Background: an optimization exercise with open tools, aiming at small area and a short achievable clock period. Do not read the settings as production practice. Function was checked by simulation only, so behaviour that the tests miss may differ from the original. No driver is modelled on the clock port, so clock power and skew are understated where the tree is cut down; a real chip needs a root buffer or a tree. Power and IR drop assume default switching activity.

==> flow/design.v <==
`timescale 1ns / 1ps
module bcnn_pipeline (
    input  wire       clk,
    input  wire       reset,
    input  wire       pixel_in,
    input  wire       valid_in,
    input  wire [8:0] weight_bits1,
    input  wire [8:0] weight_bits2,
    input  wire [3:0] threshold1,
    input  wire [3:0] threshold2,
    output reg        pixel_out,
    output reg        valid_out
);
    reg [4:0] cp, rp;
    wire      last_col = &cp;
    always @(posedge clk) begin
        if (reset) begin
            cp <= 5'd4;
            rp <= 5'd5;
        end else if (valid_in) begin
            cp <= last_col ? 5'd4 : cp + 5'd1;
            if (last_col)
                rp <= (rp == 5'd0) ? 5'd5 : rp + 5'd1;
        end
    end
    wire f_lb1 = ~&cp[4:1];                           
    wire f_pl1 = ~cp[0] & (cp[4] | cp[3]);            
    wire f_c2  = cp[0] & (cp[4] | cp[3]);             
    wire f_ra  = ~rp[0] & (rp[4] | rp[3]);            
    wire f_rb  = rp[1] & ~rp[0] & (rp[4] | (rp[3] & rp[2]));  
    wire f_l2  = f_c2 & f_ra;
    function [2:0] therm;
        input [2:0] q;
        therm = {&q, (q[0] & q[1]) | (q[0] & q[2]) | (q[1] & q[2]), |q};
    endfunction
    function [9:0] le_therm;
        input [3:0] th;
        integer j;
        for (j = 0; j < 10; j = j + 1)
            le_therm[j] = (th <= j);
    endfunction
    function [6:0] w_of;
        input [1:0] s;
        input [9:0] lth;
        integer k;
        for (k = 0; k < 7; k = k + 1)
            w_of[k] = ((s == 2'd0) & lth[k])     | ((s == 2'd1) & lth[k + 1]) |
                      ((s == 2'd2) & lth[k + 2]) | ((s == 2'd3) & lth[k + 3]);
    endfunction
    function [3:0] v_of;
        input [6:0] w;
        input [2:0] g;
        integer m;
        for (m = 0; m < 4; m = m + 1)
            v_of[m] = w[m] | (g[0] & w[m + 1]) | (g[1] & w[m + 2]) | (g[2] & w[m + 3]);
    endfunction
    function act;
        input [3:0] v;
        input [2:0] g;
        act = v[0] | (g[0] & v[1]) | (g[1] & v[2]) | (g[2] & v[3]);
    endfunction
    function [1:0] count3;
        input [2:0] q;
        count3 = {(q[0] & q[1]) | (q[0] & q[2]) | (q[1] & q[2]), ^q};
    endfunction
    reg  [51:0] lb1;                  
    wire        x1 = pixel_in;        
    wire        m1 = lb1[25];         
    wire        t1 = lb1[51];         
    wire [2:0] q10 = {~(t1 ^ weight_bits1[8]), ~(m1 ^ weight_bits1[5]), ~(x1 ^ weight_bits1[2])};
    wire [2:0] q11 = {~(t1 ^ weight_bits1[7]), ~(m1 ^ weight_bits1[4]), ~(x1 ^ weight_bits1[1])};
    wire [2:0] q12 = {~(t1 ^ weight_bits1[6]), ~(m1 ^ weight_bits1[3]), ~(x1 ^ weight_bits1[0])};
    reg  [1:0] s1;
    reg  [3:0] v1;
    reg        a1_r;                  
    wire [3:0] v1_nx = v_of(w_of(s1, le_therm(threshold1)), therm(q11));
    wire       a1    = act(v1, therm(q12));
    always @(posedge clk) begin
        if (valid_in) begin
            if (f_lb1)
                lb1 <= {lb1[50:0], x1};
            s1   <= count3(q10);
            v1   <= v1_nx;
            a1_r <= a1;
        end
    end
    reg        left1;                 
    reg [11:0] pl1;                   
    reg        p1_r;                  
    wire       pair1    = left1 | a1_r;
    wire       pair1_ev = f_pl1;
    wire       p1_ev    = f_pl1 & f_ra;
    always @(posedge clk) begin
        if (valid_in) begin
            left1 <= a1_r;
            if (pair1_ev)
                pl1 <= {pl1[10:0], pair1};
            if (p1_ev)
                p1_r <= pair1 | pl1[11];
        end
    end
    wire       l2_ev = f_l2;
    reg [23:0] lb2;                   
    wire       x2 = p1_r;
    wire       m2 = lb2[11];
    wire       t2 = lb2[23];
    wire [2:0] q20 = {~(t2 ^ weight_bits2[8]), ~(m2 ^ weight_bits2[5]), ~(x2 ^ weight_bits2[2])};
    wire [2:0] q21 = {~(t2 ^ weight_bits2[7]), ~(m2 ^ weight_bits2[4]), ~(x2 ^ weight_bits2[1])};
    wire [2:0] q22 = {~(t2 ^ weight_bits2[6]), ~(m2 ^ weight_bits2[3]), ~(x2 ^ weight_bits2[0])};
    reg  [1:0] s2;
    reg  [3:0] v2;
    wire [3:0] v2_nx = v_of(w_of(s2, le_therm(threshold2)), therm(q21));
    wire       a2    = act(v2, therm(q22));
    reg        pr2;
    reg  [4:0] pl2;
    reg        d_pair, d_out;
    wire       pair2_ev = l2_ev & cp[1] & cp[0] & (cp[4] | (cp[3] & cp[2]));
    wire       out_ev   = pair2_ev & f_rb;
    always @(posedge clk) begin
        if (l2_ev && valid_in) begin
            lb2 <= {lb2[22:0], x2};
            s2  <= count3(q20);
            v2  <= v2_nx;
            pr2 <= a2 | (cp[1] & pr2);
        end
        d_pair <= valid_in & pair2_ev;
        if (d_pair)
            pl2 <= {pl2[3:0], pr2};
        pixel_out <= pr2 | pl2[4];
    end
    always @(posedge clk) begin
        if (reset) begin
            d_out     <= 1'b0;
            valid_out <= 1'b0;
        end else begin
            d_out     <= valid_in & out_ev;
            valid_out <= d_out;
        end
    end
endmodule
export LEC_CHECK = 0
export CAP_MARGIN = 20
export CORE_MARGIN = 2
export CORE_UTILIZATION = 60
export SETUP_SLACK_MARGIN = 2.2
export SLEW_MARGIN = 20
create_clock -name core_clock -period 4.0 [get_ports {clk}]
standard.sh (not shown) runs the stock make flow with config.mk's settings and CLKGATE_MAP_FILE= SYNTH_SCRIPT=/design/flow/synth_recipe.tcl, a recipe that flattens the netlist after the stock synthesis.
==> flow/flow/run.sh <==
#!/bin/bash
# Standard ORFS layout (the standard.sh) with three changes:
#  - ports are buffered with a small buffer cell (resizing may grow it);
#  - the clock tree is built by flow/manual_cts.tcl: the clock port drives one
#    root clkbuf, which drives a few clkbufs, each feeding a balanced group of
#    flip-flops (all sinks at the same depth);
#  - the floorplan step removes the buffers ABC inserted instead of running
#    timing repair on the unplaced netlist (REMOVE_ABC_BUFFERS=1).
# The whole output of the layout goes to standard_flow.log.
set -euo pipefail
W=$PWD
export BUFFER_PORTS_ARGS="-buffer_cell sky130_fd_sc_hd__buf_1"
export PRE_CTS_TCL=$W/flow/manual_cts.tcl
export MCTS_CLOCK_PORT=clk
export MCTS_ROOT=sky130_fd_sc_hd__clkbuf_4
export MCTS_BUF=sky130_fd_sc_hd__clkbuf_16
export MCTS_GROUPS=5
export REMOVE_ABC_BUFFERS=1
bash standard.sh > $W/standard_flow.log 2>&1
==> flow/flow/manual_cts.tcl <==
# Sourced by ORFS's cts.tcl (PRE_CTS_TCL); replaces clock_tree_synthesis for
# this small design. The clock port drives one root clkbuf (MCTS_ROOT), which
# drives MCTS_GROUPS clkbufs (MCTS_BUF), each feeding a balanced group of the
# flip-flops (groups from a median split of the sink locations), so every
# flip-flop is two buffers from the clock port. The rest of cts.tcl (detailed
# placement, timing repair) runs as usual.
proc mcts_split {items axis parts} {
  # items: list of {iterm x y}; returns list of groups
  if {$parts <= 1} { return [list $items] }
  set idx [expr {$axis == "x" ? 1 : 2}]
  set sorted [lsort -real -index $idx $items]
  set n [llength $sorted]
  set h [expr {$parts / 2}]
  set cut [expr {int(round(double($n) * $h / $parts))}]
  set a [lrange $sorted 0 [expr {$cut - 1}]]
  set b [lrange $sorted $cut end]
  set next [expr {$axis == "x" ? "y" : "x"}]
  return [concat [mcts_split $a $next $h] [mcts_split $b $next [expr {$parts - $h}]]]
}

proc clock_tree_synthesis {args} {
  set db [ord::get_db]
  set block [ord::get_db_block]
  set port [$block findBTerm $::env(MCTS_CLOCK_PORT)]
  set clk_net [$port getNet]
  set master [$db findMaster $::env(MCTS_BUF)]
  set parts $::env(MCTS_GROUPS)
  # optional root buffer between the port and the leaf buffers
  set drv_net $clk_net
  if {[info exists ::env(MCTS_ROOT)] && $::env(MCTS_ROOT) ne ""} {
    set rmaster [$db findMaster $::env(MCTS_ROOT)]
    set rinst [odb::dbInst_create $block $rmaster "clkbuf_root"]
    set core [$block getCoreArea]
    $rinst setLocation [expr {([$core xMin] + [$core xMax]) / 2}] [expr {([$core yMin] + [$core yMax]) / 2}]
    $rinst setPlacementStatus PLACED
    set drv_net [odb::dbNet_create $block "clknet_root"]
    $drv_net setSigType CLOCK
  }
  set items {}
  foreach it [$clk_net getITerms] {
    set inst [$it getInst]
    set box [$inst getBBox]
    lappend items [list $it [expr {([$box xMin] + [$box xMax]) / 2.0}] [expr {([$box yMin] + [$box yMax]) / 2.0}]]
  }
  puts "manual CTS: [llength $items] sinks in $parts groups of $::env(MCTS_BUF)"
  set k 0
  foreach group [mcts_split $items x $parts] {
    set sx 0.0; set sy 0.0
    foreach g $group { set sx [expr {$sx + [lindex $g 1]}]; set sy [expr {$sy + [lindex $g 2]}] }
    set cx [expr {int($sx / [llength $group])}]
    set cy [expr {int($sy / [llength $group])}]
    set inst [odb::dbInst_create $block $master "clkbuf_leaf_$k"]
    $inst setLocation $cx $cy
    $inst setPlacementStatus PLACED
    set net [odb::dbNet_create $block "clknet_leaf_$k"]
    $net setSigType CLOCK
    [$inst findITerm A] connect $drv_net
    [$inst findITerm X] connect $net
    foreach g $group {
      set it [lindex $g 0]
      $it disconnect
      $it connect $net
    }
    puts "  group $k: [llength $group] sinks, buffer at $cx $cy"
    incr k
  }
  if {$drv_net ne $clk_net} {
    [$rinst findITerm A] connect $clk_net
    [$rinst findITerm X] connect $drv_net
    # root buffer at the centroid of the leaf buffers
    set sx 0; set sy 0
    for {set i 0} {$i < $k} {incr i} {
      set b [[$block findInst "clkbuf_leaf_$i"] getLocation]
      set sx [expr {$sx + [lindex $b 0]}]; set sy [expr {$sy + [lindex $b 1]}]
    }
    $rinst setLocation [expr {$sx / $k}] [expr {$sy / $k}]
  }
  $clk_net setSigType CLOCK
  set_propagated_clock [all_clocks]
}
The baseline went through all stages and came out clean.
==> next run, changes <==
--- a/flow/flow/manual_cts.tcl
+++ b/flow/flow/manual_cts.tcl
@@ -1,8 +1,5 @@
-# Sourced by ORFS's cts.tcl (PRE_CTS_TCL); replaces clock_tree_synthesis for
-# this small design. The clock port drives one root clkbuf (MCTS_ROOT), which
-# drives MCTS_GROUPS clkbufs (MCTS_BUF), each feeding a balanced group of the
-# flip-flops (groups from a median split of the sink locations), so every
-# flip-flop is two buffers from the clock port. The rest of cts.tcl (detailed
-# placement, timing repair) runs as usual.
+# Replaces clock_tree_synthesis for this small design: the clock port drives a
+# few clkbuf cells directly, each feeding a balanced group of the flip-flops
+# (groups from a median split of the sink locations).
 proc mcts_split {items axis parts} {
   # items: list of {iterm x y}; returns list of groups
Settings changed: CORE_UTILIZATION 60 to 50.
Fmax came out lower by 1.8%.
Worst setup slack is worse by 0.032 ns.
Clock power stays flat.
Total power grows by 0.60%.
Via count goes up by 1.0%.
Register-to-register slack got worse by 0.03 ns.
Flip-flop and latch count is unchanged.
Wire length rises by 4.4%.
Core utilization goes down by 12 points.
Cell area rose by 1.6%.
Cell count rose by 7.9%.
No run of this note takes its clock network from TritonCTS; it comes from the design's own scripts or RTL.

* * *

== job 7669 ==
RTL: the design.v shown in full above, as it stands there.
==> flow/config.mk <==
export PLATFORM = sky130hd
export DESIGN_NAME = bcnn_pipeline
export DESIGN_NICKNAME = bcnn_pipeline
export VERILOG_FILES = /design/flow/design.v
export SDC_FILE = /design/flow/constraint.sdc
export NUM_CORES = 4
export LEC_CHECK = 0
export CAP_MARGIN = 20
export CORE_MARGIN = 2
export CORE_UTILIZATION = 55
export SETUP_SLACK_MARGIN = 2.2
export SLEW_MARGIN = 20
==> flow/constraint.sdc <==
create_clock -name core_clock -period 4.0 [get_ports {clk}]
set_input_delay 0.8000 -clock core_clock [delete_from_list [all_inputs] [get_ports {clk}]]
set_output_delay 0.8000 -clock core_clock [all_outputs]
set_load 0.01 [all_outputs]
==> flow/flow/manual_cts.tcl <==
# Sourced by ORFS's cts.tcl (PRE_CTS_TCL); replaces clock_tree_synthesis for
# this small design. The clock port drives one root clkbuf (MCTS_ROOT), which
# drives MCTS_GROUPS clkbufs (MCTS_BUF), each feeding a balanced group of the
# flip-flops (groups from a median split of the sink locations), so every
# flip-flop is two buffers from the clock port. The rest of cts.tcl (detailed
# placement, timing repair) runs as usual.
proc mcts_split {items axis parts} {
  # items: list of {iterm x y}; returns list of groups
  if {$parts <= 1} { return [list $items] }
  set idx [expr {$axis == "x" ? 1 : 2}]
  set sorted [lsort -real -index $idx $items]
  set n [llength $sorted]
  set h [expr {$parts / 2}]
  set cut [expr {int(round(double($n) * $h / $parts))}]
  set a [lrange $sorted 0 [expr {$cut - 1}]]
  set b [lrange $sorted $cut end]
  set next [expr {$axis == "x" ? "y" : "x"}]
  return [concat [mcts_split $a $next $h] [mcts_split $b $next [expr {$parts - $h}]]]
}

proc clock_tree_synthesis {args} {
  set db [ord::get_db]
  set block [ord::get_db_block]
  set port [$block findBTerm $::env(MCTS_CLOCK_PORT)]
  set clk_net [$port getNet]
  set master [$db findMaster $::env(MCTS_BUF)]
  set parts $::env(MCTS_GROUPS)
  # optional root buffer between the port and the leaf buffers
  set drv_net $clk_net
  if {[info exists ::env(MCTS_ROOT)] && $::env(MCTS_ROOT) ne ""} {
    set rmaster [$db findMaster $::env(MCTS_ROOT)]
    set rinst [odb::dbInst_create $block $rmaster "clkbuf_root"]
    set core [$block getCoreArea]
    $rinst setLocation [expr {([$core xMin] + [$core xMax]) / 2}] [expr {([$core yMin] + [$core yMax]) / 2}]
    $rinst setPlacementStatus PLACED
    set drv_net [odb::dbNet_create $block "clknet_root"]
    $drv_net setSigType CLOCK
  }
  set items {}
  foreach it [$clk_net getITerms] {
    set inst [$it getInst]
    set box [$inst getBBox]
    lappend items [list $it [expr {([$box xMin] + [$box xMax]) / 2.0}] [expr {([$box yMin] + [$box yMax]) / 2.0}]]
  }
  puts "manual CTS: [llength $items] sinks in $parts groups of $::env(MCTS_BUF)"
  set k 0
  foreach group [mcts_split $items x $parts] {
    set sx 0.0; set sy 0.0
    foreach g $group { set sx [expr {$sx + [lindex $g 1]}]; set sy [expr {$sy + [lindex $g 2]}] }
    set cx [expr {int($sx / [llength $group])}]
    set cy [expr {int($sy / [llength $group])}]
    set inst [odb::dbInst_create $block $master "clkbuf_leaf_$k"]
    $inst setLocation $cx $cy
    $inst setPlacementStatus PLACED
    set net [odb::dbNet_create $block "clknet_leaf_$k"]
    $net setSigType CLOCK
    [$inst findITerm A] connect $drv_net
    [$inst findITerm X] connect $net
    foreach g $group {
      set it [lindex $g 0]
      $it disconnect
      $it connect $net
    }
    puts "  group $k: [llength $group] sinks, buffer at $cx $cy"
    incr k
  }
  if {$drv_net ne $clk_net} {
    [$rinst findITerm A] connect $clk_net
    [$rinst findITerm X] connect $drv_net
    # root buffer at the centroid of the leaf buffers
    set sx 0; set sy 0
    for {set i 0} {$i < $k} {incr i} {
      set b [[$block findInst "clkbuf_leaf_$i"] getLocation]
      set sx [expr {$sx + [lindex $b 0]}]; set sy [expr {$sy + [lindex $b 1]}]
    }
    $rinst setLocation [expr {$sx / $k}] [expr {$sy / $k}]
  }
  $clk_net setSigType CLOCK
  set_propagated_clock [all_clocks]
}
Scripts as last shown in full above: flow/flow/run.sh
--- input diff job 7669..job 210 ---
# job 7669
export LEC_CHECK = 0
export CAP_MARGIN = 20
export CORE_MARGIN = 2
export CORE_UTILIZATION = 55
export SETUP_SLACK_MARGIN = 2.2
export SLEW_MARGIN = 20
create_clock -name core_clock -period 4.0 [get_ports {clk}]
# job 210
export LEC_CHECK = 0
export CAP_MARGIN = 20
export CORE_MARGIN = 2
export CORE_UTILIZATION = 60
export SETUP_SLACK_MARGIN = 2.2
export SLEW_MARGIN = 20
create_clock -name core_clock -period 4.0 [get_ports {clk}]
-- flow/flow/manual_cts.tcl --
<<< job 7669, line 1
# Sourced by ORFS's cts.tcl (PRE_CTS_TCL); replaces clock_tree_synthesis for
# this small design. The clock port drives one root clkbuf (MCTS_ROOT), which
# drives MCTS_GROUPS clkbufs (MCTS_BUF), each feeding a balanced group of the
# flip-flops (groups from a median split of the sink locations), so every
# flip-flop is two buffers from the clock port. The rest of cts.tcl (detailed
# placement, timing repair) runs as usual.
proc mcts_split {items axis parts} {
  # items: list of {iterm x y}; returns list of groups
>>> job 210, line 1
# Replaces clock_tree_synthesis for this small design: the clock port drives a
# few clkbuf cells directly, each feeding a balanced group of the flip-flops
# (groups from a median split of the sink locations).
proc mcts_split {items axis parts} {
  # items: list of {iterm x y}; returns list of groups
==> summary.txt <==
The flow did not stop early for job 210: all stages ran, and the layout cleared the timing, DRC and antenna checks. Between job 7669 and job 210, final period demand of the worst path is higher for job 7669, job 210 comes in under that. The total number of vias was comparable across job 7669 and job 210. Sort job 7669 and job 210 by number of well-tap cells placed, descending, and job 7669 comes first.
Relative to job 210, the following input files were edited for job 697:
# job 210
export LEC_CHECK = 0
export CAP_MARGIN = 20
export CORE_MARGIN = 2
export CORE_UTILIZATION = 60
export SETUP_SLACK_MARGIN = 2.2
export SLEW_MARGIN = 20
create_clock -name core_clock -period 4.0 [get_ports {clk}]
# job 697
export LEC_CHECK = 0
export CAP_MARGIN = 20
export CORE_MARGIN = 2
export CORE_UTILIZATION = 50
export GPL_TIMING_DRIVEN = 0
export SETUP_SLACK_MARGIN = 2.2
export SLEW_MARGIN = 20
create_clock -name core_clock -period 4.0 [get_ports {clk}]
==> summary.txt <==
Fill cell instance count of the final layout (job 697 vs. job 210) increases by more than half
Job 697 has completed all stages; timing, DRC and antenna checks passed.
Job 210: all stages complete, timing, DRC and antenna checks passed
Summary of job 697 over job 210: via count of the first global-routing pass shows a reduction of about 5.4%, transition time at the pin with the least slew margin shows an increase of 0.033 ns, worst hold slack shows an increase of 0.0087 ns.
Startpoint of the most critical setup path: p1_r$_DFFE_PP_ -> job 210, weight_bits2[7] -> job 697
[inputs] job 5309 vs job 697
# job 697
export LEC_CHECK = 0
export CAP_MARGIN = 20
export CORE_MARGIN = 2
export CORE_UTILIZATION = 50
export GPL_TIMING_DRIVEN = 0
export SETUP_SLACK_MARGIN = 2.2
export SLEW_MARGIN = 20
create_clock -name core_clock -period 4.0 [get_ports {clk}]
# job 5309
export LEC_CHECK = 0
export CAP_MARGIN = 20
export CORE_MARGIN = 2
export CORE_UTILIZATION = 60
export SETUP_SLACK_MARGIN = 2.3
export SLEW_MARGIN = 20
create_clock -name core_clock -period 4.0 [get_ports {clk}]
==> summary.txt <==
Note that the via-per-instance ratio recorded for job 697 amounts to 0.914 times the value seen in job 5309.
Number of stages on the worst setup path delta for job 5309 relative to job 697: 1 lower
In job 5309 the wire length after detailed routing turned out about 3.3% higher than in job 697.
Taking job 697 as the reference, in job 5309 logic gate share of total power climbed 0.2 points, tightest slew margin relative to the limit climbed 2.6 points, clock power climbed about 1%.
Looking at worst setup path startpoint, the weight_bits2[7] result is from job 697; the p1_r$_DFFE_PP_ one comes from job 5309.
In the metrics for job 697 and job 5309, the one carrying the higher first-pass GRT wire length is job 5309.
Job 5309 has multi-input gate share of total cell area below what job 697 had.
Comparing job 697 and job 5309, the higher routed via count is on job 5309.
> inputs changed (job 5309 -> job 3140)
# job 5309
export LEC_CHECK = 0
export CAP_MARGIN = 20
export CORE_MARGIN = 2
export CORE_UTILIZATION = 60
export SETUP_SLACK_MARGIN = 2.3
export SLEW_MARGIN = 20
create_clock -name core_clock -period 4.0 [get_ports {clk}]
# job 3140
export LEC_CHECK = 0
export CAP_MARGIN = 20
export CORE_MARGIN = 2
export CORE_UTILIZATION = 40
export SETUP_SLACK_MARGIN = 2.25
export SLEW_MARGIN = 20
create_clock -name core_clock -period 4.0 [get_ports {clk}]
Results
Job 5309 → job 3140: share of the cycle needed by the critical path after routing climbed 1.6 points, power per cell area dropped 1.5 nW/µm².
[job 3140 vs job 5309] setup slack after placement: lower in job 3140
Looking at job 5309 and job 3140, the cell area is a wash.
Job 3140 reports its path type of the worst setup path as input port to flop while job 5309 reports flop to flop.
Job 5309 has a higher minimum setup slack in the final design than job 3140.
Critical path required time on job 3140 is up relative to job 5309.
For job 3353, these inputs were changed with respect to job 3140:
# job 3140
export LEC_CHECK = 0
export CAP_MARGIN = 20
export CORE_MARGIN = 2
export CORE_UTILIZATION = 40
export SETUP_SLACK_MARGIN = 2.25
export SLEW_MARGIN = 20
create_clock -name core_clock -period 4.0 [get_ports {clk}]
# job 3353
export LEC_CHECK = 0
export CAP_MARGIN = 20
export CORE_MARGIN = 2
export CORE_UTILIZATION = 40
export SETUP_SLACK_MARGIN = 2.2
export SLEW_MARGIN = 20
create_clock -name core_clock -period 4.0 [get_ports {clk}]
==> comparison <==
Lower areal power density over the cells goes to job 3140 over job 3353.
Job 3353 against job 3140: fmax rose 0.94%, part of the power in registers rose 0.2 points, relative contribution of combinational cells to total power fell 0.5 points.
Compared with job 3140, in job 3353 final design area excluding fillers fell by 74 µm²; total power dropped about 0.43%; number of vias after detailed routing fell 51; worst path setup slack after routing shows an increase of 0.017 ns; relative max-transition margin climbed 4.7 points.
In every run of this note, the design's own scripts or RTL, not TritonCTS, make the clock network.

afterwards: timing with drivers on the ports:
In the flow no input, the clock included, has a driving cell. The finished layouts below were timed again as built, in two steps.
Step 1 (the two cells are an assumption about what drives the block):
set clk [get_ports {clk}]
set_driving_cell -lib_cell sky130_fd_sc_hd__clkbuf_16 $clk
set_driving_cell -lib_cell sky130_fd_sc_hd__buf_2 [delete_from_list [all_inputs] $clk]
Step 2 moves the port delays by t, midway between the first and last clock arrival at a register: inputs arrive t later, outputs are due t later. That takes back most of the time a late clock gives input paths.
Slacks: no drivers / after step 1 / after step 2; pairs: no drivers / after step 1.
run	t (ns)	setup WS [ns]	hold WS [ns]	worst setup path after step 2	cell pins on the clock port's net
the first run of note 1	0.472	2.201 / 2.201 / 1.754	0.416 / 0.416 / 0.416	input to register	1
the second run of note 1	0.468	2.169 / 2.169 / 1.709	0.420 / 0.420 / 0.420	input to register	1
job 7669	0.481	2.160 / 2.160 / 1.723	0.415 / 0.415 / 0.415	input to register	1
job 210	0.472	2.201 / 2.201 / 1.754	0.416 / 0.416 / 0.416	input to register	1
job 697	0.486	2.191 / 2.193 / 1.710	0.425 / 0.425 / 0.425	input to register	1
job 5309	0.473	2.192 / 2.192 / 1.753	0.418 / 0.418 / 0.418	input to register	1
job 3140	0.477	2.126 / 2.132 / 1.657	0.417 / 0.417 / 0.417	input to register	1
job 3353	0.476	2.144 / 2.144 / 1.708	0.413 / 0.413 / 0.413	input to register	1
After both steps setup and hold are still met in every run listed. For job 697, which loses most, drivers alone change the setup slack by +0.002 ns; drivers and shift together by -0.481 ns.
